This design comes from an exercise in tuning for small area, a short achievable clock period and few clock cycles per item on the open sky130 flow, not from production work.
Where RTL was checked, it was by simulation tests only, not by an equivalence proof against the original.
The RTL of run 4 was laid out without a check of its function.
Power figures rest on the tool's default switching activity, not on a simulated workload.

--- flow/standard.sh ---
#!/bin/bash
# synth_recipe.tcl (not shown) runs the flow's synth.tcl, then flattens the netlist and writes it again
# the make line also repeats each setting of config.mk as NAME=value (left out here)
make -C /OpenROAD-flow-scripts/flow DESIGN_CONFIG=/design/flow/config.mk WORK_HOME=/design/flow/orfs CLKGATE_MAP_FILE= SYNTH_SCRIPT=/design/flow/synth_recipe.tcl "${@:-finish}"
--- flow/config.mk ---
export PLATFORM = sky130hd
export DESIGN_NAME = timing_example
export DESIGN_NICKNAME = timing_example
export VERILOG_FILES = /design/flow/design.v
export SDC_FILE = /design/flow/constraint.sdc
export NUM_CORES = 4
export LEC_CHECK = 0
export CAP_MARGIN = 20
export CORE_MARGIN = 2
export CORE_UTILIZATION = 40
export SLEW_MARGIN = 20
export SYNTH_HIERARCHICAL = 1
export SYNTH_MINIMUM_KEEP_SIZE = 0
--- flow/constraint.sdc ---
create_clock -name core_clock -period 8.0 [get_ports {clk}]
set_input_delay 1.6000 -clock core_clock [delete_from_list [all_inputs] [get_ports {clk}]]
set_output_delay 1.6000 -clock core_clock [all_outputs]
set_load 0.01 [all_outputs]
--- flow/flow/run.sh ---
#!/bin/bash
# Standard synthesis, then the standard layout with two changes: ports are
# buffered with buf_1, and clock tree synthesis adds no dummy loads.
set -euo pipefail
bash standard.sh synth > synth.log 2>&1
export BUFFER_PORTS_ARGS="-buffer_cell sky130_fd_sc_hd__buf_1"
export CTS_ARGS="-sink_clustering_enable -repair_clock_nets -dont_use_dummy_load -buf_list {sky130_fd_sc_hd__clkbuf_4 sky130_fd_sc_hd__clkbuf_8}"
bash standard.sh > layout.log 2>&1
--- flow/design.v ---
module timing_example #(
    parameter int INPUT_WIDTH   = 32,
    parameter int OUTPUT_WIDTH  = 8,
    parameter int COUNTER_WIDTH = 64,
    parameter int NUM_PIPELINES = 16
) (
    input  logic                                  clk,
    input  logic                                  rst,
    input  logic [               INPUT_WIDTH-1:0] data_in,
    input  logic                                  data_in_valid,
    input  logic [NUM_PIPELINES*OUTPUT_WIDTH-1:0] pipe_in,
    output logic                                  ready,
    output logic [              OUTPUT_WIDTH-1:0] data_out,
    output logic                                  data_out_valid,
    output logic [             COUNTER_WIDTH-1:0] count
);
  assign ready = 1'b1;
  logic [3:0] v_r;
  always_ff @(posedge clk or posedge rst) begin
    if (rst) v_r <= '0;
    else v_r <= {v_r[2:0], data_in_valid};
  end
  assign data_out_valid = v_r[3];
  logic [10:0] seg_all1, seg_cin;
  logic [63:0] count_nxt;
  cnt_seg #(.W(6)) u_cnt0 (.q(count[5:0]), .cin(seg_cin[0]), .d(count_nxt[5:0]), .all1(seg_all1[0]));
  cnt_seg #(.W(6)) u_cnt1 (.q(count[11:6]), .cin(seg_cin[1]), .d(count_nxt[11:6]), .all1(seg_all1[1]));
  cnt_seg #(.W(6)) u_cnt2 (.q(count[17:12]), .cin(seg_cin[2]), .d(count_nxt[17:12]), .all1(seg_all1[2]));
  cnt_seg #(.W(6)) u_cnt3 (.q(count[23:18]), .cin(seg_cin[3]), .d(count_nxt[23:18]), .all1(seg_all1[3]));
  cnt_seg #(.W(6)) u_cnt4 (.q(count[29:24]), .cin(seg_cin[4]), .d(count_nxt[29:24]), .all1(seg_all1[4]));
  cnt_seg #(.W(6)) u_cnt5 (.q(count[35:30]), .cin(seg_cin[5]), .d(count_nxt[35:30]), .all1(seg_all1[5]));
  cnt_seg #(.W(6)) u_cnt6 (.q(count[41:36]), .cin(seg_cin[6]), .d(count_nxt[41:36]), .all1(seg_all1[6]));
  cnt_seg #(.W(6)) u_cnt7 (.q(count[47:42]), .cin(seg_cin[7]), .d(count_nxt[47:42]), .all1(seg_all1[7]));
  cnt_seg #(.W(6)) u_cnt8 (.q(count[53:48]), .cin(seg_cin[8]), .d(count_nxt[53:48]), .all1(seg_all1[8]));
  cnt_seg #(.W(6)) u_cnt9 (.q(count[59:54]), .cin(seg_cin[9]), .d(count_nxt[59:54]), .all1(seg_all1[9]));
  cnt_seg #(.W(4)) u_cnt10 (.q(count[63:60]), .cin(seg_cin[10]), .d(count_nxt[63:60]), .all1(seg_all1[10]));
  assign seg_cin[0] = v_r[0];
  assign seg_cin[1] = v_r[0] & (&seg_all1[0:0]);
  assign seg_cin[2] = v_r[0] & (&seg_all1[1:0]);
  assign seg_cin[3] = v_r[0] & (&seg_all1[2:0]);
  assign seg_cin[4] = v_r[0] & (&seg_all1[3:0]);
  assign seg_cin[5] = v_r[0] & (&seg_all1[4:0]);
  assign seg_cin[6] = v_r[0] & (&seg_all1[5:0]);
  assign seg_cin[7] = v_r[0] & (&seg_all1[6:0]);
  assign seg_cin[8] = v_r[0] & (&seg_all1[7:0]);
  assign seg_cin[9] = v_r[0] & (&seg_all1[8:0]);
  assign seg_cin[10] = v_r[0] & (&seg_all1[9:0]);
  always_ff @(posedge clk or posedge rst) begin
    if (rst) count <= '0;
    else count <= count_nxt;
  end
  logic pas_0;
  logic pac_1;
  logic pas_2;
  logic pac_3;
  logic pas_4;
  logic pac_5;
  logic pas_6;
  logic pac_7;
  logic pas_8;
  logic pac_9;
  logic pas_10;
  logic pac_11;
  logic pas_12;
  logic pac_13;
  logic pas_14;
  logic pac_15;
  logic pas_16;
  logic pac_17;
  logic pas_18;
  logic pac_19;
  logic pas_20;
  logic pac_21;
  logic pas_22;
  logic pac_23;
  logic pas_24;
  logic pac_25;
  logic pas_26;
  logic pac_27;
  logic pas_28;
  logic pac_29;
  logic pas_30;
  logic pac_31;
  logic pas_32;
  logic pac_33;
  logic [14:0] x_r;
  logic pbs_34;
  logic pbc_35;
  logic pbs_36;
  logic pbc_37;
  logic pbs_38;
  logic pbc_39;
  logic pbs_40;
  logic pbc_41;
  logic pbs_42;
  logic pbc_43;
  logic pbs_44;
  logic pbc_45;
  logic pbs_46;
  logic pbc_47;
  logic [7:0] x2_r;
  logic pqs_48;
  logic pqc_49;
  logic pqs_50;
  logic pqc_51;
  logic [5:0] pc;
  logic [5:0] e;
  logic [2:0] b_one_r, b_two_r, b_neg_r;
  logic e5_r;
  logic sas_52;
  logic sac_53;
  logic sas_54;
  logic sac_55;
  logic sas_56;
  logic sac_57;
  logic sas_58;
  logic sac_59;
  logic sas_60;
  logic sac_61;
  logic sas_62;
  logic sac_63;
  logic sas_64;
  logic sac_65;
  logic sas_66;
  logic sac_67;
  logic sas_68;
  logic sac_69;
  logic sas_70;
  logic sac_71;
  logic sas_72;
  logic sac_73;
  logic sas_74;
  logic sac_75;
  logic sas_76;
  logic sac_77;
  logic sas_78;
  logic sac_79;
  logic sas_80;
  logic sac_81;
  logic sas_82;
  logic sac_83;
  logic sas_84;
  logic sac_85;
  logic sas_86;
  logic sac_87;
  logic sas_88;
  logic sac_89;
  logic sas_90;
  logic sac_91;
  logic sas_92;
  logic sac_93;
  logic sas_94;
  logic sac_95;
  logic sas_96;
  logic sac_97;
  logic sas_98;
  logic sac_99;
  logic sas_100;
  logic sac_101;
  logic sas_102;
  logic sac_103;
  logic sas_104;
  logic sac_105;
  logic sas_106;
  logic sac_107;
  logic sas_108;
  logic sac_109;
  logic sas_110;
  logic sac_111;
  logic sas_112;
  logic sas_113;
  logic sas_114;
  logic sas_115;
  logic sas_116;
  logic sas_117;
  logic sac_118;
  logic sas_119;
  logic sac_120;
  logic sas_121;
  logic sac_122;
  logic sas_123;
  logic sac_124;
  logic sas_125;
  logic sac_126;
  logic sas_127;
  logic sac_128;
  logic sas_129;
  logic sac_130;
  logic sas_131;
  logic sac_132;
  logic sas_133;
  logic sac_134;
  logic sas_135;
  logic sac_136;
  logic sas_137;
  logic sac_138;
  logic sas_139;
  logic sac_140;
  logic sas_141;
  logic sac_142;
  logic sas_143;
  logic sac_144;
  logic sas_145;
  logic sac_146;
  logic sas_147;
  logic sac_148;
  logic sas_149;
  logic sac_150;
  logic sas_151;
  logic sas_152;
  logic sas_153;
  logic [48:0] s1_r;
  logic sbs_154;
  logic sbc_155;
  logic sbs_156;
  logic sbc_157;
  logic sbs_158;
  logic sbc_159;
  logic sbs_160;
  logic sbc_161;
  logic sbs_162;
  logic sbc_163;
  logic sbs_164;
  logic sbc_165;
  logic sbs_166;
  logic sbc_167;
  logic sbs_168;
  logic sbc_169;
  logic sbs_170;
  logic sbc_171;
  logic sbs_172;
  logic sbc_173;
  logic sbs_174;
  logic sbs_175;
  logic sbs_176;
  logic sbc_177;
  logic sbs_178;
  logic sbc_179;
  logic sbs_180;
  logic sbc_181;
  logic sbs_182;
  logic sbc_183;
  logic sbs_184;
  logic sbc_185;
  logic sbs_186;
  logic sbc_187;
  logic sbs_188;
  logic sbc_189;
  logic sbs_190;
  logic sbc_191;
  logic sbs_192;
  logic sbc_193;
  logic sbs_194;
  logic sbs_195;
  logic sbs_196;
  logic sbc_197;
  logic sbs_198;
  logic sbc_199;
  logic sbs_200;
  logic sbc_201;
  logic sbs_202;
  logic sbc_203;
  logic sbs_204;
  logic sbs_205;
  logic sbc_206;
  logic sbs_207;
  logic sbc_208;
  logic sbs_209;
  logic sbc_210;
  logic sbs_211;
  logic [10:0] s2_r;
  logic [6:0] s_sum;
  logic [6:0] s_r;
  logic pp_212;
  logic pp_213;
  logic pp_214;
  logic pp_215;
  logic pp_216;
  logic pp_217;
  logic pp_218;
  logic pp_219;
  logic pp_220;
  logic pp_221;
  logic pp_222;
  logic pp_223;
  logic pp_224;
  logic pp_225;
  logic pp_226;
  logic pp_227;
  logic ms_228;
  logic mc_229;
  logic ms_230;
  logic mc_231;
  logic ms_232;
  logic ms_233;
  logic mc_234;
  logic ms_235;
  logic mc_236;
  logic ms_237;
  logic mc_238;
  logic ms_239;
  logic mc_240;
  logic ms_241;
  logic [6:0] y;
  logic [6:0] y_r;
  fa_cell u_pa0 (.a(data_in[0]), .b(data_in[1]), .c(data_in[2]), .s(pas_0), .co(pac_1));
  fa_cell u_pa1 (.a(data_in[3]), .b(data_in[4]), .c(data_in[5]), .s(pas_2), .co(pac_3));
  fa_cell u_pa2 (.a(data_in[6]), .b(data_in[7]), .c(data_in[8]), .s(pas_4), .co(pac_5));
  fa_cell u_pa3 (.a(data_in[9]), .b(data_in[10]), .c(data_in[11]), .s(pas_6), .co(pac_7));
  fa_cell u_pa4 (.a(data_in[12]), .b(data_in[13]), .c(data_in[14]), .s(pas_8), .co(pac_9));
  fa_cell u_pa5 (.a(data_in[15]), .b(data_in[16]), .c(data_in[17]), .s(pas_10), .co(pac_11));
  fa_cell u_pa6 (.a(data_in[18]), .b(data_in[19]), .c(data_in[20]), .s(pas_12), .co(pac_13));
  fa_cell u_pa7 (.a(data_in[21]), .b(data_in[22]), .c(data_in[23]), .s(pas_14), .co(pac_15));
  fa_cell u_pa8 (.a(data_in[24]), .b(data_in[25]), .c(data_in[26]), .s(pas_16), .co(pac_17));
  fa_cell u_pa9 (.a(data_in[27]), .b(data_in[28]), .c(data_in[29]), .s(pas_18), .co(pac_19));
  fa_cell u_pa10 (.a(pas_0), .b(pas_2), .c(pas_4), .s(pas_20), .co(pac_21));
  fa_cell u_pa11 (.a(pas_6), .b(pas_8), .c(pas_10), .s(pas_22), .co(pac_23));
  fa_cell u_pa12 (.a(pas_12), .b(pas_14), .c(pas_16), .s(pas_24), .co(pac_25));
  fa_cell u_pa13 (.a(pas_18), .b(data_in[30]), .c(data_in[31]), .s(pas_26), .co(pac_27));
  fa_cell u_pa14 (.a(pac_1), .b(pac_3), .c(pac_5), .s(pas_28), .co(pac_29));
  fa_cell u_pa15 (.a(pac_7), .b(pac_9), .c(pac_11), .s(pas_30), .co(pac_31));
  fa_cell u_pa16 (.a(pac_13), .b(pac_15), .c(pac_17), .s(pas_32), .co(pac_33));
  always_ff @(posedge clk) x_r[0] <= pas_20;
  always_ff @(posedge clk) x_r[1] <= pas_22;
  always_ff @(posedge clk) x_r[2] <= pas_24;
  always_ff @(posedge clk) x_r[3] <= pas_26;
  always_ff @(posedge clk) x_r[4] <= pac_21;
  always_ff @(posedge clk) x_r[5] <= pac_23;
  always_ff @(posedge clk) x_r[6] <= pac_25;
  always_ff @(posedge clk) x_r[7] <= pac_27;
  always_ff @(posedge clk) x_r[8] <= pas_28;
  always_ff @(posedge clk) x_r[9] <= pas_30;
  always_ff @(posedge clk) x_r[10] <= pas_32;
  always_ff @(posedge clk) x_r[11] <= pac_19;
  always_ff @(posedge clk) x_r[12] <= pac_29;
  always_ff @(posedge clk) x_r[13] <= pac_31;
  always_ff @(posedge clk) x_r[14] <= pac_33;
  fa_cell u_pb17 (.a(x_r[0]), .b(x_r[1]), .c(x_r[2]), .s(pbs_34), .co(pbc_35));
  fa_cell u_pb18 (.a(x_r[4]), .b(x_r[5]), .c(x_r[6]), .s(pbs_36), .co(pbc_37));
  fa_cell u_pb19 (.a(x_r[7]), .b(x_r[8]), .c(x_r[9]), .s(pbs_38), .co(pbc_39));
  fa_cell u_pb20 (.a(x_r[12]), .b(x_r[13]), .c(x_r[14]), .s(pbs_40), .co(pbc_41));
  fa_cell u_pb21 (.a(pbc_35), .b(pbs_36), .c(pbs_38), .s(pbs_42), .co(pbc_43));
  fa_cell u_pb22 (.a(pbc_37), .b(pbc_39), .c(pbs_40), .s(pbs_44), .co(pbc_45));
  fa_cell u_pb23 (.a(pbs_42), .b(x_r[10]), .c(x_r[11]), .s(pbs_46), .co(pbc_47));
  always_ff @(posedge clk) x2_r[0] <= pbs_34;
  always_ff @(posedge clk) x2_r[1] <= x_r[3];
  always_ff @(posedge clk) x2_r[2] <= pbs_46;
  always_ff @(posedge clk) x2_r[3] <= pbc_47;
  always_ff @(posedge clk) x2_r[4] <= pbc_43;
  always_ff @(posedge clk) x2_r[5] <= pbs_44;
  always_ff @(posedge clk) x2_r[6] <= pbc_45;
  always_ff @(posedge clk) x2_r[7] <= pbc_41;
  assign pqs_48 = x2_r[3] ^ x2_r[4];
  assign pqc_49 = x2_r[3] & x2_r[4];
  assign pqs_50 = x2_r[6] ^ x2_r[7];
  assign pqc_51 = x2_r[6] & x2_r[7];
  assign pc = {1'b0, pqc_51, pqs_50, x2_r[5], x2_r[2], x2_r[0]} + {1'b0, 1'b0, pqc_49, pqs_48, 1'b0, x2_r[1]};
  assign e = {pc[5] ^ ~pc[4], ~pc[4], pc[3:0]};
  always_ff @(posedge clk) e5_r <= e[5];
  always_ff @(posedge clk) begin
    for (int k = 0; k < 3; k++) begin
      logic lo, mid, hi;
      lo  = (k == 0) ? 1'b0 : e[2*k-1];
      mid = e[2*k];
      hi  = e[2*k+1];
      b_one_r[k] <= mid ^ lo;
      b_two_r[k] <= (hi & ~mid & ~lo) | (~hi & mid & lo);
      b_neg_r[k] <= hi & ~(mid & lo);
    end
  end
  fa_cell u_sa24 (.a(pipe_in[0]), .b(pipe_in[8]), .c(pipe_in[16]), .s(sas_52), .co(sac_53));
  fa_cell u_sa25 (.a(pipe_in[24]), .b(pipe_in[32]), .c(pipe_in[40]), .s(sas_54), .co(sac_55));
  fa_cell u_sa26 (.a(pipe_in[48]), .b(pipe_in[56]), .c(pipe_in[64]), .s(sas_56), .co(sac_57));
  fa_cell u_sa27 (.a(pipe_in[72]), .b(pipe_in[80]), .c(pipe_in[88]), .s(sas_58), .co(sac_59));
  fa_cell u_sa28 (.a(pipe_in[96]), .b(pipe_in[104]), .c(pipe_in[112]), .s(sas_60), .co(sac_61));
  fa_cell u_sa29 (.a(pipe_in[1]), .b(pipe_in[9]), .c(pipe_in[17]), .s(sas_62), .co(sac_63));
  fa_cell u_sa30 (.a(pipe_in[25]), .b(pipe_in[33]), .c(pipe_in[41]), .s(sas_64), .co(sac_65));
  fa_cell u_sa31 (.a(pipe_in[49]), .b(pipe_in[57]), .c(pipe_in[65]), .s(sas_66), .co(sac_67));
  fa_cell u_sa32 (.a(pipe_in[73]), .b(pipe_in[81]), .c(pipe_in[89]), .s(sas_68), .co(sac_69));
  fa_cell u_sa33 (.a(pipe_in[97]), .b(pipe_in[105]), .c(pipe_in[113]), .s(sas_70), .co(sac_71));
  fa_cell u_sa34 (.a(pipe_in[2]), .b(pipe_in[10]), .c(pipe_in[18]), .s(sas_72), .co(sac_73));
  fa_cell u_sa35 (.a(pipe_in[26]), .b(pipe_in[34]), .c(pipe_in[42]), .s(sas_74), .co(sac_75));
  fa_cell u_sa36 (.a(pipe_in[50]), .b(pipe_in[58]), .c(pipe_in[66]), .s(sas_76), .co(sac_77));
  fa_cell u_sa37 (.a(pipe_in[74]), .b(pipe_in[82]), .c(pipe_in[90]), .s(sas_78), .co(sac_79));
  fa_cell u_sa38 (.a(pipe_in[98]), .b(pipe_in[106]), .c(pipe_in[114]), .s(sas_80), .co(sac_81));
  fa_cell u_sa39 (.a(pipe_in[3]), .b(pipe_in[11]), .c(pipe_in[19]), .s(sas_82), .co(sac_83));
  fa_cell u_sa40 (.a(pipe_in[27]), .b(pipe_in[35]), .c(pipe_in[43]), .s(sas_84), .co(sac_85));
  fa_cell u_sa41 (.a(pipe_in[51]), .b(pipe_in[59]), .c(pipe_in[67]), .s(sas_86), .co(sac_87));
  fa_cell u_sa42 (.a(pipe_in[75]), .b(pipe_in[83]), .c(pipe_in[91]), .s(sas_88), .co(sac_89));
  fa_cell u_sa43 (.a(pipe_in[99]), .b(pipe_in[107]), .c(pipe_in[115]), .s(sas_90), .co(sac_91));
  fa_cell u_sa44 (.a(pipe_in[4]), .b(pipe_in[12]), .c(pipe_in[20]), .s(sas_92), .co(sac_93));
  fa_cell u_sa45 (.a(pipe_in[28]), .b(pipe_in[36]), .c(pipe_in[44]), .s(sas_94), .co(sac_95));
  fa_cell u_sa46 (.a(pipe_in[52]), .b(pipe_in[60]), .c(pipe_in[68]), .s(sas_96), .co(sac_97));
  fa_cell u_sa47 (.a(pipe_in[76]), .b(pipe_in[84]), .c(pipe_in[92]), .s(sas_98), .co(sac_99));
  fa_cell u_sa48 (.a(pipe_in[100]), .b(pipe_in[108]), .c(pipe_in[116]), .s(sas_100), .co(sac_101));
  fa_cell u_sa49 (.a(pipe_in[5]), .b(pipe_in[13]), .c(pipe_in[21]), .s(sas_102), .co(sac_103));
  fa_cell u_sa50 (.a(pipe_in[29]), .b(pipe_in[37]), .c(pipe_in[45]), .s(sas_104), .co(sac_105));
  fa_cell u_sa51 (.a(pipe_in[53]), .b(pipe_in[61]), .c(pipe_in[69]), .s(sas_106), .co(sac_107));
  fa_cell u_sa52 (.a(pipe_in[77]), .b(pipe_in[85]), .c(pipe_in[93]), .s(sas_108), .co(sac_109));
  fa_cell u_sa53 (.a(pipe_in[101]), .b(pipe_in[109]), .c(pipe_in[117]), .s(sas_110), .co(sac_111));
  assign sas_112 = pipe_in[6] ^ pipe_in[14] ^ pipe_in[22];
  assign sas_113 = pipe_in[30] ^ pipe_in[38] ^ pipe_in[46];
  assign sas_114 = pipe_in[54] ^ pipe_in[62] ^ pipe_in[70];
  assign sas_115 = pipe_in[78] ^ pipe_in[86] ^ pipe_in[94];
  assign sas_116 = pipe_in[102] ^ pipe_in[110] ^ pipe_in[118];
  fa_cell u_sa54 (.a(sas_52), .b(sas_54), .c(sas_56), .s(sas_117), .co(sac_118));
  fa_cell u_sa55 (.a(sas_58), .b(sas_60), .c(pipe_in[120]), .s(sas_119), .co(sac_120));
  fa_cell u_sa56 (.a(sac_53), .b(sac_55), .c(sac_57), .s(sas_121), .co(sac_122));
  fa_cell u_sa57 (.a(sac_59), .b(sac_61), .c(sas_62), .s(sas_123), .co(sac_124));
  fa_cell u_sa58 (.a(sas_64), .b(sas_66), .c(sas_68), .s(sas_125), .co(sac_126));
  fa_cell u_sa59 (.a(sac_63), .b(sac_65), .c(sac_67), .s(sas_127), .co(sac_128));
  fa_cell u_sa60 (.a(sac_69), .b(sac_71), .c(sas_72), .s(sas_129), .co(sac_130));
  fa_cell u_sa61 (.a(sas_74), .b(sas_76), .c(sas_78), .s(sas_131), .co(sac_132));
  fa_cell u_sa62 (.a(sac_73), .b(sac_75), .c(sac_77), .s(sas_133), .co(sac_134));
  fa_cell u_sa63 (.a(sac_79), .b(sac_81), .c(sas_82), .s(sas_135), .co(sac_136));
  fa_cell u_sa64 (.a(sas_84), .b(sas_86), .c(sas_88), .s(sas_137), .co(sac_138));
  fa_cell u_sa65 (.a(sac_83), .b(sac_85), .c(sac_87), .s(sas_139), .co(sac_140));
  fa_cell u_sa66 (.a(sac_89), .b(sac_91), .c(sas_92), .s(sas_141), .co(sac_142));
  fa_cell u_sa67 (.a(sas_94), .b(sas_96), .c(sas_98), .s(sas_143), .co(sac_144));
  fa_cell u_sa68 (.a(sac_93), .b(sac_95), .c(sac_97), .s(sas_145), .co(sac_146));
  fa_cell u_sa69 (.a(sac_99), .b(sac_101), .c(sas_102), .s(sas_147), .co(sac_148));
  fa_cell u_sa70 (.a(sas_104), .b(sas_106), .c(sas_108), .s(sas_149), .co(sac_150));
  assign sas_151 = sac_103 ^ sac_105 ^ sac_107;
  assign sas_152 = sac_109 ^ sac_111 ^ sas_112;
  assign sas_153 = sas_113 ^ sas_114 ^ sas_115;
  always_ff @(posedge clk) s1_r[0] <= sas_117;
  always_ff @(posedge clk) s1_r[1] <= sas_119;
  always_ff @(posedge clk) s1_r[2] <= sac_118;
  always_ff @(posedge clk) s1_r[3] <= sac_120;
  always_ff @(posedge clk) s1_r[4] <= sas_121;
  always_ff @(posedge clk) s1_r[5] <= sas_123;
  always_ff @(posedge clk) s1_r[6] <= sas_125;
  always_ff @(posedge clk) s1_r[7] <= sas_70;
  always_ff @(posedge clk) s1_r[8] <= pipe_in[121];
  always_ff @(posedge clk) s1_r[9] <= sac_122;
  always_ff @(posedge clk) s1_r[10] <= sac_124;
  always_ff @(posedge clk) s1_r[11] <= sac_126;
  always_ff @(posedge clk) s1_r[12] <= sas_127;
  always_ff @(posedge clk) s1_r[13] <= sas_129;
  always_ff @(posedge clk) s1_r[14] <= sas_131;
  always_ff @(posedge clk) s1_r[15] <= sas_80;
  always_ff @(posedge clk) s1_r[16] <= pipe_in[122];
  always_ff @(posedge clk) s1_r[17] <= sac_128;
  always_ff @(posedge clk) s1_r[18] <= sac_130;
  always_ff @(posedge clk) s1_r[19] <= sac_132;
  always_ff @(posedge clk) s1_r[20] <= sas_133;
  always_ff @(posedge clk) s1_r[21] <= sas_135;
  always_ff @(posedge clk) s1_r[22] <= sas_137;
  always_ff @(posedge clk) s1_r[23] <= sas_90;
  always_ff @(posedge clk) s1_r[24] <= pipe_in[123];
  always_ff @(posedge clk) s1_r[25] <= sac_134;
  always_ff @(posedge clk) s1_r[26] <= sac_136;
  always_ff @(posedge clk) s1_r[27] <= sac_138;
  always_ff @(posedge clk) s1_r[28] <= sas_139;
  always_ff @(posedge clk) s1_r[29] <= sas_141;
  always_ff @(posedge clk) s1_r[30] <= sas_143;
  always_ff @(posedge clk) s1_r[31] <= sas_100;
  always_ff @(posedge clk) s1_r[32] <= pipe_in[124];
  always_ff @(posedge clk) s1_r[33] <= sac_140;
  always_ff @(posedge clk) s1_r[34] <= sac_142;
  always_ff @(posedge clk) s1_r[35] <= sac_144;
  always_ff @(posedge clk) s1_r[36] <= sas_145;
  always_ff @(posedge clk) s1_r[37] <= sas_147;
  always_ff @(posedge clk) s1_r[38] <= sas_149;
  always_ff @(posedge clk) s1_r[39] <= sas_110;
  always_ff @(posedge clk) s1_r[40] <= pipe_in[125];
  always_ff @(posedge clk) s1_r[41] <= sac_146;
  always_ff @(posedge clk) s1_r[42] <= sac_148;
  always_ff @(posedge clk) s1_r[43] <= sac_150;
  always_ff @(posedge clk) s1_r[44] <= sas_151;
  always_ff @(posedge clk) s1_r[45] <= sas_152;
  always_ff @(posedge clk) s1_r[46] <= sas_153;
  always_ff @(posedge clk) s1_r[47] <= sas_116;
  always_ff @(posedge clk) s1_r[48] <= pipe_in[126];
  fa_cell u_sb71 (.a(s1_r[2]), .b(s1_r[3]), .c(s1_r[4]), .s(sbs_154), .co(sbc_155));
  fa_cell u_sb72 (.a(s1_r[5]), .b(s1_r[6]), .c(s1_r[7]), .s(sbs_156), .co(sbc_157));
  fa_cell u_sb73 (.a(s1_r[9]), .b(s1_r[10]), .c(s1_r[11]), .s(sbs_158), .co(sbc_159));
  fa_cell u_sb74 (.a(s1_r[12]), .b(s1_r[13]), .c(s1_r[14]), .s(sbs_160), .co(sbc_161));
  fa_cell u_sb75 (.a(s1_r[17]), .b(s1_r[18]), .c(s1_r[19]), .s(sbs_162), .co(sbc_163));
  fa_cell u_sb76 (.a(s1_r[20]), .b(s1_r[21]), .c(s1_r[22]), .s(sbs_164), .co(sbc_165));
  fa_cell u_sb77 (.a(s1_r[25]), .b(s1_r[26]), .c(s1_r[27]), .s(sbs_166), .co(sbc_167));
  fa_cell u_sb78 (.a(s1_r[28]), .b(s1_r[29]), .c(s1_r[30]), .s(sbs_168), .co(sbc_169));
  fa_cell u_sb79 (.a(s1_r[33]), .b(s1_r[34]), .c(s1_r[35]), .s(sbs_170), .co(sbc_171));
  fa_cell u_sb80 (.a(s1_r[36]), .b(s1_r[37]), .c(s1_r[38]), .s(sbs_172), .co(sbc_173));
  assign sbs_174 = s1_r[41] ^ s1_r[42] ^ s1_r[43];
  assign sbs_175 = s1_r[44] ^ s1_r[45] ^ s1_r[46];
  fa_cell u_sb81 (.a(sbs_154), .b(sbs_156), .c(s1_r[8]), .s(sbs_176), .co(sbc_177));
  fa_cell u_sb82 (.a(sbc_155), .b(sbc_157), .c(sbs_158), .s(sbs_178), .co(sbc_179));
  fa_cell u_sb83 (.a(sbs_160), .b(s1_r[15]), .c(s1_r[16]), .s(sbs_180), .co(sbc_181));
  fa_cell u_sb84 (.a(sbc_159), .b(sbc_161), .c(sbs_162), .s(sbs_182), .co(sbc_183));
  fa_cell u_sb85 (.a(sbs_164), .b(s1_r[23]), .c(s1_r[24]), .s(sbs_184), .co(sbc_185));
  fa_cell u_sb86 (.a(sbc_163), .b(sbc_165), .c(sbs_166), .s(sbs_186), .co(sbc_187));
  fa_cell u_sb87 (.a(sbs_168), .b(s1_r[31]), .c(s1_r[32]), .s(sbs_188), .co(sbc_189));
  fa_cell u_sb88 (.a(sbc_167), .b(sbc_169), .c(sbs_170), .s(sbs_190), .co(sbc_191));
  fa_cell u_sb89 (.a(sbs_172), .b(s1_r[39]), .c(s1_r[40]), .s(sbs_192), .co(sbc_193));
  assign sbs_194 = sbc_171 ^ sbc_173 ^ sbs_174;
  assign sbs_195 = sbs_175 ^ s1_r[47] ^ s1_r[48];
  fa_cell u_sb90 (.a(sbc_177), .b(sbs_178), .c(sbs_180), .s(sbs_196), .co(sbc_197));
  fa_cell u_sb91 (.a(sbc_179), .b(sbc_181), .c(sbs_182), .s(sbs_198), .co(sbc_199));
  fa_cell u_sb92 (.a(sbc_183), .b(sbc_185), .c(sbs_186), .s(sbs_200), .co(sbc_201));
  fa_cell u_sb93 (.a(sbc_187), .b(sbc_189), .c(sbs_190), .s(sbs_202), .co(sbc_203));
  assign sbs_204 = sbc_191 ^ sbc_193 ^ sbs_194;
  fa_cell u_sb94 (.a(sbc_197), .b(sbs_198), .c(sbs_184), .s(sbs_205), .co(sbc_206));
  fa_cell u_sb95 (.a(sbc_199), .b(sbs_200), .c(sbs_188), .s(sbs_207), .co(sbc_208));
  fa_cell u_sb96 (.a(sbc_201), .b(sbs_202), .c(sbs_192), .s(sbs_209), .co(sbc_210));
  assign sbs_211 = sbc_203 ^ sbs_204 ^ sbs_195;
  always_ff @(posedge clk) s2_r[0] <= s1_r[0];
  always_ff @(posedge clk) s2_r[1] <= s1_r[1];
  always_ff @(posedge clk) s2_r[2] <= sbs_176;
  always_ff @(posedge clk) s2_r[3] <= sbs_196;
  always_ff @(posedge clk) s2_r[4] <= sbs_205;
  always_ff @(posedge clk) s2_r[5] <= sbc_206;
  always_ff @(posedge clk) s2_r[6] <= sbs_207;
  always_ff @(posedge clk) s2_r[7] <= sbc_208;
  always_ff @(posedge clk) s2_r[8] <= sbs_209;
  always_ff @(posedge clk) s2_r[9] <= sbc_210;
  always_ff @(posedge clk) s2_r[10] <= sbs_211;
  assign s_sum = {s2_r[9], s2_r[7], s2_r[5], s2_r[4], s2_r[3], s2_r[2], s2_r[0]} + {s2_r[10], s2_r[8], s2_r[6], 1'b0, 1'b0, 1'b0, s2_r[1]};
  always_ff @(posedge clk) s_r <= s_sum;
  assign pp_212 = ((b_one_r[0] & s_r[0]) | (b_two_r[0] & 1'b0)) ^ b_neg_r[0];
  assign pp_213 = ((b_one_r[0] & s_r[1]) | (b_two_r[0] & s_r[0])) ^ b_neg_r[0];
  assign pp_214 = ((b_one_r[0] & s_r[2]) | (b_two_r[0] & s_r[1])) ^ b_neg_r[0];
  assign pp_215 = ((b_one_r[0] & s_r[3]) | (b_two_r[0] & s_r[2])) ^ b_neg_r[0];
  assign pp_216 = ((b_one_r[0] & s_r[4]) | (b_two_r[0] & s_r[3])) ^ b_neg_r[0];
  assign pp_217 = ((b_one_r[0] & s_r[5]) | (b_two_r[0] & s_r[4])) ^ b_neg_r[0];
  assign pp_218 = ((b_one_r[0] & s_r[6]) | (b_two_r[0] & s_r[5])) ^ b_neg_r[0];
  assign pp_219 = ((b_one_r[1] & s_r[0]) | (b_two_r[1] & 1'b0)) ^ b_neg_r[1];
  assign pp_220 = ((b_one_r[1] & s_r[1]) | (b_two_r[1] & s_r[0])) ^ b_neg_r[1];
  assign pp_221 = ((b_one_r[1] & s_r[2]) | (b_two_r[1] & s_r[1])) ^ b_neg_r[1];
  assign pp_222 = ((b_one_r[1] & s_r[3]) | (b_two_r[1] & s_r[2])) ^ b_neg_r[1];
  assign pp_223 = ((b_one_r[1] & s_r[4]) | (b_two_r[1] & s_r[3])) ^ b_neg_r[1];
  assign pp_224 = ((b_one_r[2] & s_r[0]) | (b_two_r[2] & 1'b0)) ^ b_neg_r[2];
  assign pp_225 = ((b_one_r[2] & s_r[1]) | (b_two_r[2] & s_r[0])) ^ b_neg_r[2];
  assign pp_226 = ((b_one_r[2] & s_r[2]) | (b_two_r[2] & s_r[1])) ^ b_neg_r[2];
  assign pp_227 = e5_r & s_r[0];
  assign ms_228 = pp_216 ^ pp_221;
  assign mc_229 = pp_216 & pp_221;
  assign ms_230 = pp_217 ^ pp_222;
  assign mc_231 = pp_217 & pp_222;
  assign ms_232 = pp_218 ^ pp_223 ^ pp_226;
  assign ms_233 = pp_214 ^ pp_219;
  assign mc_234 = pp_214 & pp_219;
  assign ms_235 = pp_215 ^ pp_220;
  assign mc_236 = pp_215 & pp_220;
  fa_cell u_m97 (.a(pp_224), .b(b_neg_r[2]), .c(ms_228), .s(ms_237), .co(mc_238));
  fa_cell u_m98 (.a(pp_225), .b(ms_230), .c(mc_229), .s(ms_239), .co(mc_240));
  assign ms_241 = pp_227 ^ ms_232 ^ mc_231;
  assign y = {ms_241, ms_239, ms_237, ms_235, b_neg_r[1], pp_213, pp_212} + {mc_240, mc_238, mc_236, mc_234, ms_233, 1'b0, b_neg_r[0]};
  always_ff @(posedge clk) y_r <= y;
  assign data_out = {y_r, 1'b0};
endmodule
module fa_cell (
    input  logic a,
    input  logic b,
    input  logic c,
    output logic s,
    output logic co
);
  assign s  = a ^ b ^ c;
  assign co = (a & b) | (a & c) | (b & c);
endmodule
module cnt_seg #(
    parameter int W = 8
) (
    input  logic [W-1:0] q,
    input  logic         cin,
    output logic [W-1:0] d,
    output logic         all1
);
  logic [W:0] c;
  always_comb begin
    c[0] = cin;
    for (int i = 0; i < W; i++) begin
      d[i]   = q[i] ^ c[i];
      c[i+1] = q[i] & c[i];
    end
  end
  assign all1 = &q;
endmodule
==> impl_metrics.ini, run 1 <==
[status]
outcome = finished clean

[finish]
area_growth_pct = 17.1
fill_cells = 1804
final_cells = 1017
antenna_cells = 0
fin_nets = 1093
fin_area_um2 = 9320
drive_gt1_share_pct = 2.79

[clocking]
cts_tree = built
holdBufCountCts = 0
clkSinkCount = 175
h-tree-depth = 4
numCtsBuffers = 17
clk_latency_ps = 450
cts-root-buf = clkbuf_8
clkTransAtPathRegs_ps = 90
post_cts_resized = 0
postCtsSetupRepairBufs = 0
clockBufferDepth = 2

[power_and_ir_drop]
p_int_uw = 2180
p_total_uw = 3380
p_seq_share_pct = 37.6
p_comb_share_pct = 49.2
powerDensity_nw_per_um2 = 363
clock_power_share_pct = 13.1
switchingPower_uw = 1200
switching_share_pct = 35.6
vdd_drop_max_uv = 193
leakagePower_uw = 0.00418

[yosys]
syn_area_um2 = 7960
ys.warnings.count = 9
synthCells = 520
syn_nets = 859
synth.avg_cell_area_um2 = 15.3

[setup_path]
cp_top_family = flip-flops
worst-path-buf-inv = 1
slowest_stage = dfrtp_1
crit_path_max_fanout = 3
cp_cell_sequence = buf_1
worstSetupEndpointType = output port
worst_ep_required_time_ps = 6400
worstPathArrival_ps = 1030
cpPeakStageDelay_ps = 400
start_kind = register
crit_type = reg -> out

[hold_path]
hold_path_class = reg -> reg

[global_route]
grt_max_degree = 69
use_met1_pct = 15.7
met3_usage_pct = 3.77
grtUsageMet2_pct = 24.9
grt_first_pass_wirelength_um = 23300
busiest_layer = met2
grt-ovfl-total = 0
grt_use_total_pct = 13.8
antenna_found_initial = 0
grt_pass1_vias = 5110

[timing]
min_period_over_period_pct = 32.8
finalHoldViolCount = 0
finalClockSkew_ps = 27.2
rsz0062_at_grt = false
setup_viol = 0
period_needed_ps = 2630
report.final.slew_viol_count = 0
setup_tns_ps = 0
timing.fmax_mhz = 381
worstMarginPinSlew_ps = 836
finalWorstSetupSlack_ps = 5370
relSlewSlack_pct = 44.3

[floorplanning]
io_pins = 237
core_um2 = 19500
die_w_um = 145
rows = 51
die-area_um2 = 21100
dieHeight_um = 145
start_util_pct = 40.8

[placement]
place_inst = 1000
gp_congestion = 0.805
place_area_um2 = 9090
dp_hpwl_um = 11200
port_buffers = 218
dpl_worst_slack_ps = 5140

[route]
drc = 0
wire_per_inst_um = 13.0
vias_per_cell = 4.45
drtIter0Drc = 160
num_vias = 4521
route.antenna.remaining_nets = 0
wl_um = 13200
dr.pass1.iters = 4

[job]
maxCapViolations = 0
==> metal layers <==
metal / routed length, um / vias to the layer above / part of all wire, %
met5: 0 / - / 0
met4: 176 / 0 / 1.3
met3: 700 / 15 / 5.3
li1: - / 2170 / -
met2: 7000 / 146 / 53
met1: 5350 / 2190 / 40
==> through the flow <==
step                hold slack [ps]  util, %
floorplan                       310        -
global placement                317     46.5
detailed placement              319     46.5
CTS                             335     47.7
global route                    338     47.7
finish                          330     47.7
==> state kept, by name (all words and copies together), names as in the netlist <==
signal,count
s1_r,49
s_r,7
b_two_r,3
x2_r,8
e5_r,1
y_r,7
b_one_r,3
s2_r,11
v_r,4
b_neg_r,3
count,64
x_r,15
==> layout by cell type (no fill, tap or decap), types with 3 or more instances in the layout <==
master / instances
nand4_1: 10
xnor2_1: 52
nand2_1: 17
a21oi_1: 5
dfrtp_1: 68
xor2_1: 21
ha_1: 77
clkbuf_8: 17
and2_1: 4
fa_1: 99
dfxtp_1: 107
nor2b_1: 3
inv_1: 4
nor2_1: 13
nand3_1: 3
a31oi_1: 3
a22oi_1: 11
buf_1: 218
and3_1: 5
==> path summary, 6_finish.rpt <==
path | startpoint | end | slack, ps | depth (start not counted)
worst min register to register | s1_r[1] | s2_r[1] | 330 | 0
min in group asynchronous | rst | count[5] | 1380 | 3
worst max-delay path | count[41] | count[41] | 5370 | 1
worst max register to register | b_two_r[0] | y_r[5] | 5460 | 9
max in group asynchronous | rst | count[24] | 6060 | 3
worst min-delay path | s1_r[1] | s2_r[1] | 330 | 0
==> power groups by stage <==
stage | Clock, uW | Sequential [uW] | Combinational [uW]
after floorplan | 0 | 1270 | 1350
after global placement | 0 | 1290 | 1660
after detailed placement | 0 | 1290 | 1710
after CTS | 469 | 1280 | 1720
after global routing | 505 | 1300 | 1990
final | 444 | 1270 | 1670
==> final cells by class <==
class                      instances  area [um2]  area share [%]
timing repair buffer             219         826            8.86
clock buffer                      17         234            2.51
multi-input combinational        336        4070            43.6
tap                              265         332            3.56
sequential                       175        3840            41.2
inverter                           5        18.8           0.201
Testbench counts, summed over its fixed seeds: cycles 1,632, items 1,600.
==> inputs of run 2 (changes only) <==
==> flow/flow/run.sh (replaced) <==
#!/bin/bash
# Standard synthesis, then the standard layout with three changes: ports are
# buffered with buf_1, clock tree synthesis adds no dummy loads, and timing
# repair aims at a tighter setup margin than the 8 ns clock asks for.
set -euo pipefail
bash standard.sh synth > synth.log 2>&1
export BUFFER_PORTS_ARGS="-buffer_cell sky130_fd_sc_hd__buf_1"
export CTS_ARGS="-sink_clustering_enable -repair_clock_nets -dont_use_dummy_load -buf_list {sky130_fd_sc_hd__clkbuf_4 sky130_fd_sc_hd__clkbuf_8}"
export SETUP_SLACK_MARGIN=${MARGIN:-5.7}
bash standard.sh > layout.log 2>&1
==> run 2 against run 1 <==
Still clean; sequential cell count stayed put; clock power hardly changed; global-route usage rose by 1.0 points; area after synthesis unchanged; sequential power hardly changed; setup slack improved by 8.6 ps; non-clock buffer count rose by 83; critical path depth is 14 higher; core utilization rose by 9.0 points.
==> impl_metrics.ini, run 2 <==
[route]
drtIter0Drc = 107
dr.pass1.iters = 4
wl_um = 15500
vias_per_cell = 4.50
wire_per_inst_um = 14.1
route.antenna.remaining_nets = 0
drc = 0
num_vias = 4953

[timing]
rsz0062_at_grt = true
report.final.slew_viol_count = 0
setup_viol = 0
relSlewSlack_pct = 42.9
setup_tns_ps = 0
worstMarginPinSlew_ps = 856
finalClockSkew_ps = 38.6
min_period_over_period_pct = 32.7
period_needed_ps = 2620
timing.fmax_mhz = 382
finalHoldViolCount = 0

[finish]
largest_reg_flops = 64
antenna_cells = 0
drive_gt1_share_pct = 40.8
fin_nets = 1176
layout_commonest_cell = buf_1
fin_area_um2 = 11100
top_regs = count: 64 flops, s1_r: 49 flops, x_r: 15 flops
area_growth_pct = 39.1
layout_common_cells = buf_1, dfxtp_1, buf_4, dfrtp_1, fa_2
regMostFlops = count

[job]
maxCapViolations = 0

[global_route]
grt-ovfl-total = 0
grt_pass1_vias = 5543
grt_use_total_pct = 14.8
grt_first_pass_wirelength_um = 24800
antenna_found_initial = 0
grt_max_degree = 69

[floorplanning]
die-area_um2 = 21100
io_pins = 237
core_um2 = 19500
start_util_pct = 40.8
die_w_um = 145
dieHeight_um = 145
rows = 51

[setup_path]
crit_type = reg -> reg
crit_path_max_fanout = 3
worstSetupEndpointType = register
slowest_stage = dfrtp_1
worstPathArrival_ps = 3000
start_kind = register
worst-path-buf-inv = 2
cp_top_family = simple AND/OR/NAND/NOR gates
worst_ep_required_time_ps = 8380
cpPeakStageDelay_ps = 390
cp_cell_sequence = buf_6 > buf_6 > nand4_1 > nor2_1 > and3_4 > and3_4 > nand3_4 > nor2_4 > and2_1 > ha_1 > ha_1 > ha_1 > ha_1 > ha_2 > xor2_1
critPathMostFrequentCell = ha_1

[yosys]
synth.avg_cell_area_um2 = 15.3
synthCells = 520
syn_nets = 859
ys.warnings.count = 9
syn_area_um2 = 7960

[power_and_ir_drop]
powerDensity_nw_per_um2 = 346
vdd_drop_max_uv = 319
leakagePower_uw = 0.00497

[placement]
port_buffers = 218
dp_hpwl_um = 11300
gp_congestion = 0.816
place_area_um2 = 9240

[clocking]
cts-root-buf = clkbuf_8
h-tree-depth = 4
cts_tree = built
clockBufferDepth = 2
clk_latency_ps = 450
numCtsBuffers = 17
clkSinkCount = 175
clkTransAtPathRegs_ps = 90

[hold_path]
hold_path_class = reg -> reg

[status]
outcome = finished clean
==> run 2: layer usage <==
metal | global-route usage (%) | vias to the layer above | part of all wire (%)
met4 | 6.67 | 0 | 2.9
met2 | 27.3 | 161 | 55
li1 | - | 2334 | -
met1 | 15.7 | 2420 | 37
met5 | 0 | - | 0
met3 | 4.06 | 38 | 5.4
==> run 2: worst reg2reg max path, stage by stage, from the launching register on <==
cell and delay [ps]:
dfrtp_1 390, buf_6 110, buf_6 90, nand4_1 90, nor2_1 150, and3_4 210
and3_4 230, nand3_4 100, nor2_4 160, and2_1 140, ha_1 140, ha_1 140
ha_1 150, ha_1 160, ha_2 170, xor2_1 140
==> run 2: what timing repair did <==
action	CTS	global route
resized for setup	163	113
setup endpoints to repair	103	114
pin swaps	49	67
hold buffers	0	0
buffers inserted	65	18
cloned	0	0
==> run 2: per-stage QoR <==
step           total power [uW]  hold slack [ps]  worst slack [ps]  utilization, %  std cells
2_1_floorplan              2630              310              5310               -        520
3_5_place_dp               3050              318              5140            47.3       1000
5_1_grt                    4210              341              5200            56.7       1100
6_report                   3830              327              5380            56.7       1100
3_3_place_gp               2970              317              5160            47.3       1000
4_1_cts                    3620              333              5350            53.5       1082
==> run 2: layout make-up <==
class                           instances  area [um2]
Tap cell                              265         332
Multi-Input combinational cell        336        4720
Clock buffer                           17         234
Fill cell                            1577        8450
Sequential cell                       175        3860
Inverter                                5        22.5
Timing Repair Buffer                  302        1900
==> run 2: worst paths after layout <==
kind / start / end / slack, ps / cells past startpoint
max: count[11] / count[59] / 5380 / 15
min: s1_r[1] / s2_r[1] / 330 / 0
max reg2reg: count[11] / count[59] / 5380 / 15
min reg2reg: s1_r[1] / s2_r[1] / 330 / 0
max in group asynchronous: rst / count[14] / 6000 / 3
min in group asynchronous: rst / count[50] / 1430 / 3
==> run 2: report_power, final <==
part	total (uW)	internal, uW	switching [uW]
sequential	1290	1140	146
clock	445	188	257
combinational	2100	1120	979
==> inputs of run 3 (changes only) <==
==> flow/flow/run.sh (replaced) <==
#!/bin/bash
# Standard synthesis, then the standard layout with two changes: ports are
# buffered with buf_1, and clock tree synthesis adds no dummy loads.
set -euo pipefail
bash standard.sh synth > synth.log 2>&1
export BUFFER_PORTS_ARGS="-buffer_cell sky130_fd_sc_hd__buf_1"
export CTS_ARGS="-sink_clustering_enable -repair_clock_nets -dont_use_dummy_load -sink_clustering_size ${CLS:-30} -sink_clustering_max_diameter ${CLD:-120} -buf_list {sky130_fd_sc_hd__clkbuf_4 sky130_fd_sc_hd__clkbuf_8}"
bash standard.sh > layout.log 2>&1
==> run 3 against run 2 <==
Sequential cell count did not move; sequential share of layout area grew 6.3 points; highest routed layer unchanged; wire length decreased by 15%.
==> impl_metrics.ini, run 3 <==
[status]
outcome = finished clean

[clocking]
clockBufferDepth = 2
numCtsBuffers = 17
cts_tree = built
postCtsSetupRepairBufs = 0
h-tree-depth = 4
post_cts_resized = 0
holdBufCountCts = 0
clkTransAtPathRegs_ps = 90
cts-root-buf = clkbuf_8
clkSinkCount = 175
clk_latency_ps = 450

[route]
dr.pass1.iters = 4
wire_per_inst_um = 13.0
route.antenna.remaining_nets = 0
drtIter0Drc = 160
vias_per_cell = 4.45
drc = 0
wl_um = 13200
num_vias = 4521

[floorplanning]
rows = 51
io_pins = 237
die_w_um = 145
dieHeight_um = 145
core_um2 = 19500
start_util_pct = 40.8
die-area_um2 = 21100

[global_route]
grt_first_pass_wirelength_um = 23300
grt_use_total_pct = 13.8
antenna_found_initial = 0
grt-ovfl-total = 0
grt_pass1_vias = 5110
grt_max_degree = 69

[setup_path]
crit_type = reg -> out
crit_path_max_fanout = 3
regToRegStartpoint = b_two_r[0]
worst_ep_required_time_ps = 6400
slowest_stage = dfrtp_1
cp-startpoint = count[41]
cp_top_family = flip-flops
worstSetupEndpointType = output port
start_kind = register
cp_cell_sequence = buf_1
worstPathArrival_ps = 1030
cpPeakStageDelay_ps = 400
worst-path-buf-inv = 1

[finish]
fill_cells = 1804
top_regs = count: 64 flops, s1_r: 49 flops, x_r: 15 flops
largest_reg_flops = 64
fin_nets = 1093
layout_common_cells = buf_1, dfxtp_1, fa_1, ha_1, dfrtp_1
layout_commonest_cell = buf_1
regMostFlops = count
antenna_cells = 0
drive_gt1_share_pct = 2.79
area_growth_pct = 17.1

[hold_path]
hold_path_class = reg -> reg
hold_path_startpoint = s1_r[1]

[timing]
setup_viol = 0
finalHoldViolCount = 0
timing.fmax_mhz = 381
worstMarginPinSlew_ps = 836
report.final.slew_viol_count = 0
relSlewSlack_pct = 44.3
period_needed_ps = 2630
rsz0062_at_grt = false
min_period_over_period_pct = 32.8
hold_slack_ps = 330
finalClockSkew_ps = 27.2
setup_tns_ps = 0

[job]
maxCapViolations = 0

[placement]
gp_congestion = 0.805
dp_hpwl_um = 11200
port_buffers = 218

[power_and_ir_drop]
p_comb_share_pct = 49.2
p_seq_share_pct = 37.6
switchingPower_uw = 1200
powerDensity_nw_per_um2 = 363
switching_share_pct = 35.6
clock_power_share_pct = 13.1
leakagePower_uw = 0.00418
vdd_drop_max_uv = 193
p_total_uw = 3380
p_int_uw = 2180

[yosys]
syn_nets = 859
syn_area_um2 = 7960
synthCells = 520
synth.avg_cell_area_um2 = 15.3
ys.warnings.count = 9
run 3: layer usage:
metal / wire length, um / track usage, %
met3: 700 / 3.77
met5: 0 / 0
met4: 176 / 4.71
met1: 5350 / 15.7
met2: 7000 / 24.9
run 3: cell type report:
| class | instances | area (um2) | share of cell area (%) |
|---|---|---|---|
| timing repair buffer | 219 | 826 | 8.86 |
| sequential | 175 | 3840 | 41.2 |
| multi-input combinational | 336 | 4070 | 43.6 |
| tap | 265 | 332 | 3.56 |
| clock buffer | 17 | 234 | 2.51 |
| inverter | 5 | 18.8 | 0.201 |
run 3: path summary, 6_finish.rpt:
check	slack [ps]	depth (start not counted)	to
max	5370	1	count[41]
min	330	0	s2_r[1]
max reg2reg	5460	9	y_r[5]
min reg2reg	330	0	s2_r[1]
max in group asynchronous	6060	3	count[24]
min in group asynchronous	1380	3	count[5]
run 3: stage by stage:
step	instances	utilization [%]	cell area (um2)	setup WS, ps
global placement	1000	46.5	9090	5150
global route	1017	47.7	9320	5210
detailed placement	1000	46.5	9090	5140
finish	1017	47.7	9320	5370
CTS	1017	47.7	9320	5320
floorplan	520	-	7960	4690
run 3: power by group through the flow:
stage	logic, uW	registers [uW]	clock network (uW)
floorplan	1350	1270	0
global placement	1660	1290	0
detailed placement	1710	1290	0
CTS	1720	1280	469
global route	1990	1300	505
finish	1670	1270	444
==> inputs of run 4 (changes only) <==
--- a/flow/design.v
+++ b/flow/design.v
@@ -21,30 +21,21 @@
     else v_r <= {v_r[2:0], data_in_valid};
   end
   assign data_out_valid = v_r[3];
-  logic [10:0] seg_all1, seg_cin;
+  logic [7:0] seg_all1, seg_cin;
+  logic [64:0] cc;
   logic [63:0] count_nxt;
-  cnt_seg #(.W(6)) u_cnt0 (.q(count[5:0]), .cin(seg_cin[0]), .d(count_nxt[5:0]), .all1(seg_all1[0]));
-  cnt_seg #(.W(6)) u_cnt1 (.q(count[11:6]), .cin(seg_cin[1]), .d(count_nxt[11:6]), .all1(seg_all1[1]));
-  cnt_seg #(.W(6)) u_cnt2 (.q(count[17:12]), .cin(seg_cin[2]), .d(count_nxt[17:12]), .all1(seg_all1[2]));
-  cnt_seg #(.W(6)) u_cnt3 (.q(count[23:18]), .cin(seg_cin[3]), .d(count_nxt[23:18]), .all1(seg_all1[3]));
-  cnt_seg #(.W(6)) u_cnt4 (.q(count[29:24]), .cin(seg_cin[4]), .d(count_nxt[29:24]), .all1(seg_all1[4]));
-  cnt_seg #(.W(6)) u_cnt5 (.q(count[35:30]), .cin(seg_cin[5]), .d(count_nxt[35:30]), .all1(seg_all1[5]));
-  cnt_seg #(.W(6)) u_cnt6 (.q(count[41:36]), .cin(seg_cin[6]), .d(count_nxt[41:36]), .all1(seg_all1[6]));
-  cnt_seg #(.W(6)) u_cnt7 (.q(count[47:42]), .cin(seg_cin[7]), .d(count_nxt[47:42]), .all1(seg_all1[7]));
-  cnt_seg #(.W(6)) u_cnt8 (.q(count[53:48]), .cin(seg_cin[8]), .d(count_nxt[53:48]), .all1(seg_all1[8]));
-  cnt_seg #(.W(6)) u_cnt9 (.q(count[59:54]), .cin(seg_cin[9]), .d(count_nxt[59:54]), .all1(seg_all1[9]));
-  cnt_seg #(.W(4)) u_cnt10 (.q(count[63:60]), .cin(seg_cin[10]), .d(count_nxt[63:60]), .all1(seg_all1[10]));
-  assign seg_cin[0] = v_r[0];
-  assign seg_cin[1] = v_r[0] & (&seg_all1[0:0]);
-  assign seg_cin[2] = v_r[0] & (&seg_all1[1:0]);
-  assign seg_cin[3] = v_r[0] & (&seg_all1[2:0]);
-  assign seg_cin[4] = v_r[0] & (&seg_all1[3:0]);
-  assign seg_cin[5] = v_r[0] & (&seg_all1[4:0]);
-  assign seg_cin[6] = v_r[0] & (&seg_all1[5:0]);
-  assign seg_cin[7] = v_r[0] & (&seg_all1[6:0]);
-  assign seg_cin[8] = v_r[0] & (&seg_all1[7:0]);
-  assign seg_cin[9] = v_r[0] & (&seg_all1[8:0]);
-  assign seg_cin[10] = v_r[0] & (&seg_all1[9:0]);
+  always_comb begin
+    for (int k = 0; k < 8; k++) seg_all1[k] = &count[8*k+:8];
+    seg_cin[0] = v_r[0];
+    for (int k = 1; k < 8; k++) seg_cin[k] = seg_cin[k-1] & seg_all1[k-1];
+    for (int k = 0; k < 8; k++) begin
+      cc[8*k] = seg_cin[k];
+      for (int i = 8*k; i < 8*k+8; i++) begin
+        count_nxt[i] = count[i] ^ cc[i];
+        cc[i+1] = count[i] & cc[i];
+      end
+    end
+  end
   always_ff @(posedge clk or posedge rst) begin
     if (rst) count <= '0;
     else count <= count_nxt;
@@ -559,21 +550,3 @@
   assign s  = a ^ b ^ c;
   assign co = (a & b) | (a & c) | (b & c);
 endmodule
-module cnt_seg #(
-    parameter int W = 8
-) (
-    input  logic [W-1:0] q,
-    input  logic         cin,
-    output logic [W-1:0] d,
-    output logic         all1
-);
-  logic [W:0] c;
-  always_comb begin
-    c[0] = cin;
-    for (int i = 0; i < W; i++) begin
-      d[i]   = q[i] ^ c[i];
-      c[i+1] = q[i] & c[i];
-    end
-  end
-  assign all1 = &q;
-endmodule
==> flow/flow/run.sh (replaced) <==
#!/bin/bash
# Standard synthesis, then the standard layout with two changes: ports are
# buffered with buf_1, and clock tree synthesis adds no dummy loads.
set -euo pipefail
bash standard.sh synth > synth.log 2>&1
export BUFFER_PORTS_ARGS="-buffer_cell sky130_fd_sc_hd__buf_1"
export CTS_ARGS="-sink_clustering_enable -repair_clock_nets -dont_use_dummy_load -buf_list {sky130_fd_sc_hd__clkbuf_4 sky130_fd_sc_hd__clkbuf_8}"
bash standard.sh > layout.log 2>&1
==> run 4 against run 3 <==
Critical path type is now reg -> reg; wire length is 0.11% higher; maximum frequency is 6.6% lower; worst hold slack better by 2.2 ps; area after synthesis is 0.41% lower; still clean on timing, DRC and antenna; register-to-register slack worse by 270 ps; clock power hardly changed; sequential cell count stayed put.
==> impl_metrics.ini, run 4 <==
[placement]
port_buffers = 218
gp_congestion = 0.783
dp_hpwl_um = 11200
place_area_um2 = 9060
dpl_worst_slack_ps = 5140

[setup_path]
start_kind = register
worst_ep_required_time_ps = 8350
crit_path_max_fanout = 3
crit_type = reg -> reg
cp_cell_sequence = nand4_1 > nor4_1 > nand4_1 > nor3_2 > and2_1 > ha_1 > ha_1 > ha_1 > ha_1 > ha_1 > ha_1 > ha_1 > xor2_1
critPathMostFrequentCell = ha_1
cp_top_family = simple AND/OR/NAND/NOR gates
worstPathArrival_ps = 3160
slowest_stage = dfrtp_1
cpPeakStageDelay_ps = 380
worstSetupEndpointType = register
worst-path-buf-inv = 0

[timing]
timing.fmax_mhz = 356
report.final.slew_viol_count = 0
worstMarginPinSlew_ps = 846
setup_viol = 0
finalWorstSetupSlack_ps = 5190
rsz0062_at_grt = false
period_needed_ps = 2810
setup_tns_ps = 0
finalHoldViolCount = 0
finalClockSkew_ps = 28.1
min_period_over_period_pct = 35.1
relSlewSlack_pct = 43.6

[yosys]
synth_area_leader_cell = dfxtp_1
synth.avg_cell_area_um2 = 15.6
async_flop_share_pct = 38.9
synth_enable_flop_cells = 0
ys.warnings.count = 7
synthCells = 507
yosysTopAreaCellShare_pct = 27.0
synth.ff_latch_count = 175
ys_seq_area_share_pct = 48.5
synth_area_leaders = dfxtp_1, fa_1, dfrtp_1, ha_1, xnor2_1
synth_most_common_cell = dfxtp_1
synth.distinct_cells = 31
syn_nets = 849
synth_ff_type = dfxtp_1
syn_area_um2 = 7930
synth_commonest_cells = dfxtp_1, fa_1, ha_1

[clocking]
cts_tree = built
numCtsBuffers = 17
cts-root-buf = clkbuf_8
clk_latency_ps = 440
h-tree-depth = 4
clkSinkCount = 175
post_cts_resized = 0
holdBufCountCts = 0
clkTransAtPathRegs_ps = 90
postCtsSetupRepairBufs = 0
clockBufferDepth = 2

[finish]
fin_area_um2 = 9290
layout_commonest_cell = buf_1
drive_gt1_share_pct = 2.98
area_growth_pct = 17.2
regMostFlops = count
layout_common_cells = buf_1, dfxtp_1, fa_1, ha_1, dfrtp_1
fin_nets = 1083
top_regs = count: 64 flops, s1_r: 49 flops, x_r: 15 flops
largest_reg_flops = 64
antenna_cells = 0

[power_and_ir_drop]
leakagePower_uw = 0.00417
vdd_drop_max_uv = 261
p_total_uw = 3380
powerDensity_nw_per_um2 = 364

[floorplanning]
core_um2 = 19500
dieHeight_um = 145
start_util_pct = 40.7
die-area_um2 = 21000
rows = 51
die_w_um = 145
io_pins = 237

[route]
num_vias = 4479
dr.pass1.iters = 4
drc = 0
vias_per_cell = 4.46
drtIter0Drc = 122
wire_per_inst_um = 13.2
route.antenna.remaining_nets = 0
wl_um = 13200

[status]
outcome = finished clean

[global_route]
grt_use_total_pct = 13.9
grt_max_degree = 69
grt_first_pass_wirelength_um = 22400
grt-ovfl-total = 0
antenna_found_initial = 0
grt_pass1_vias = 5177

[hold_path]
hold_path_class = reg -> reg

[job]
maxCapViolations = 0
## run 4: layer usage
metal  up-vias  global-route usage [%]  wire, um
met2       145                    24.5      6990
met4         0                    6.29       286
li1       2145                       -         -
met1      2167                    15.3      5120
met5         -                       0         0
met3        22                    4.34       841
## run 4: cell families (layout without fill, tap and decap cells)
logic type	after synthesis	count (layout)	share of synthesized area [%]
compound gates	27	27	2.32
xor+xnor	70	70	7.73
fa+ha+maj	179	179	37.6
buf+inv	11	243	0.726
flops	175	175	48.5
mux	1	1	0.142
other cells	2	2	0.0947
simple gates	42	42	2.90
## run 4: Yosys stat by module, one instance, submodules excluded
module / cells / times used / flip-flops and latches
fa_cell: 1 / 99 / 0
timing_example: 408 / 1 / 175
## run 4: layout make-up
type                    count  area [um2]
multi-input cells         321        4030
flip-flops and latches    175        3840
inverters                   7        26.3
repair buffers            219         826
clock buffers              17         234
fillers                  1783       10200
well taps                 265         332
## run 4: worst paths after layout
check	to	slack [ps]	start	depth (start not counted)
max	count[63]	5190	count[30]	13
min	s2_r[0]	330	s1_r[0]	0
max reg2reg	count[63]	5190	count[30]	13
min reg2reg	s2_r[0]	330	s1_r[0]	0
max in group asynchronous	count[40]	6030	rst	3
min in group asynchronous	count[57]	1390	rst	3
## run 4: metrics by stage
stage                     utilization (%)  hold slack, ps  cells
after floorplan                         -             310    507
after global placement               46.5             316    987
after detailed placement             46.5             315    987
after CTS                            47.7             335   1004
after global routing                 47.7             341   1004
final                                47.7             332   1004
## run 4: power breakdown
part | total (uW) | switching, uW | internal [uW] | leakage, uW
sequential | 1270 | 139 | 1130 | 0.00183
combinational | 1670 | 812 | 854 | 0.00222
clock | 442 | 254 | 188 | 0.000122
total | 3380 | 1210 | 2170 | 0.00417

[what the ideal ports hide]
The results above use ideal ports. As a check the final layouts listed here were re-extracted and re-timed, cells and wires unchanged.
Step 1 sets driving cells, clkbuf_16 on the clock port and buf_2 on the other inputs (assumed; they add their load-dependent delay and slew).
Step 2 moves the port delays by t, midway between the first and last clock arrival at a register: inputs arrive t later, outputs are due t later. That takes back most of the time a late clock gives input paths.
a / b / c = no drivers / after step 1 / after step 2; a / b = the first two.
run | t, ns | setup WS [ns] | worst setup path at the end | latest minus earliest clock arrival (ns) | slew at the worst register clock pin (ns)
run 1 | 0.470 | 5.375 / 5.339 / 5.146 | input to register | 0.028 / 0.028 | 0.09 / 0.09
run 2 | 0.467 | 5.384 / 5.365 / 5.139 | input to register | 0.039 / 0.039 | 0.09 / 0.09
run 3 | 0.470 | 5.375 / 5.339 / 5.146 | input to register | 0.028 / 0.028 | 0.09 / 0.09
run 4 | 0.462 | 5.188 / 5.188 / 5.159 | input to register | 0.030 / 0.030 | 0.09 / 0.09
After both steps setup and hold are still met in every run listed. For run 2, which loses most, drivers alone change the setup slack by -0.019 ns; drivers and shift together by -0.245 ns.
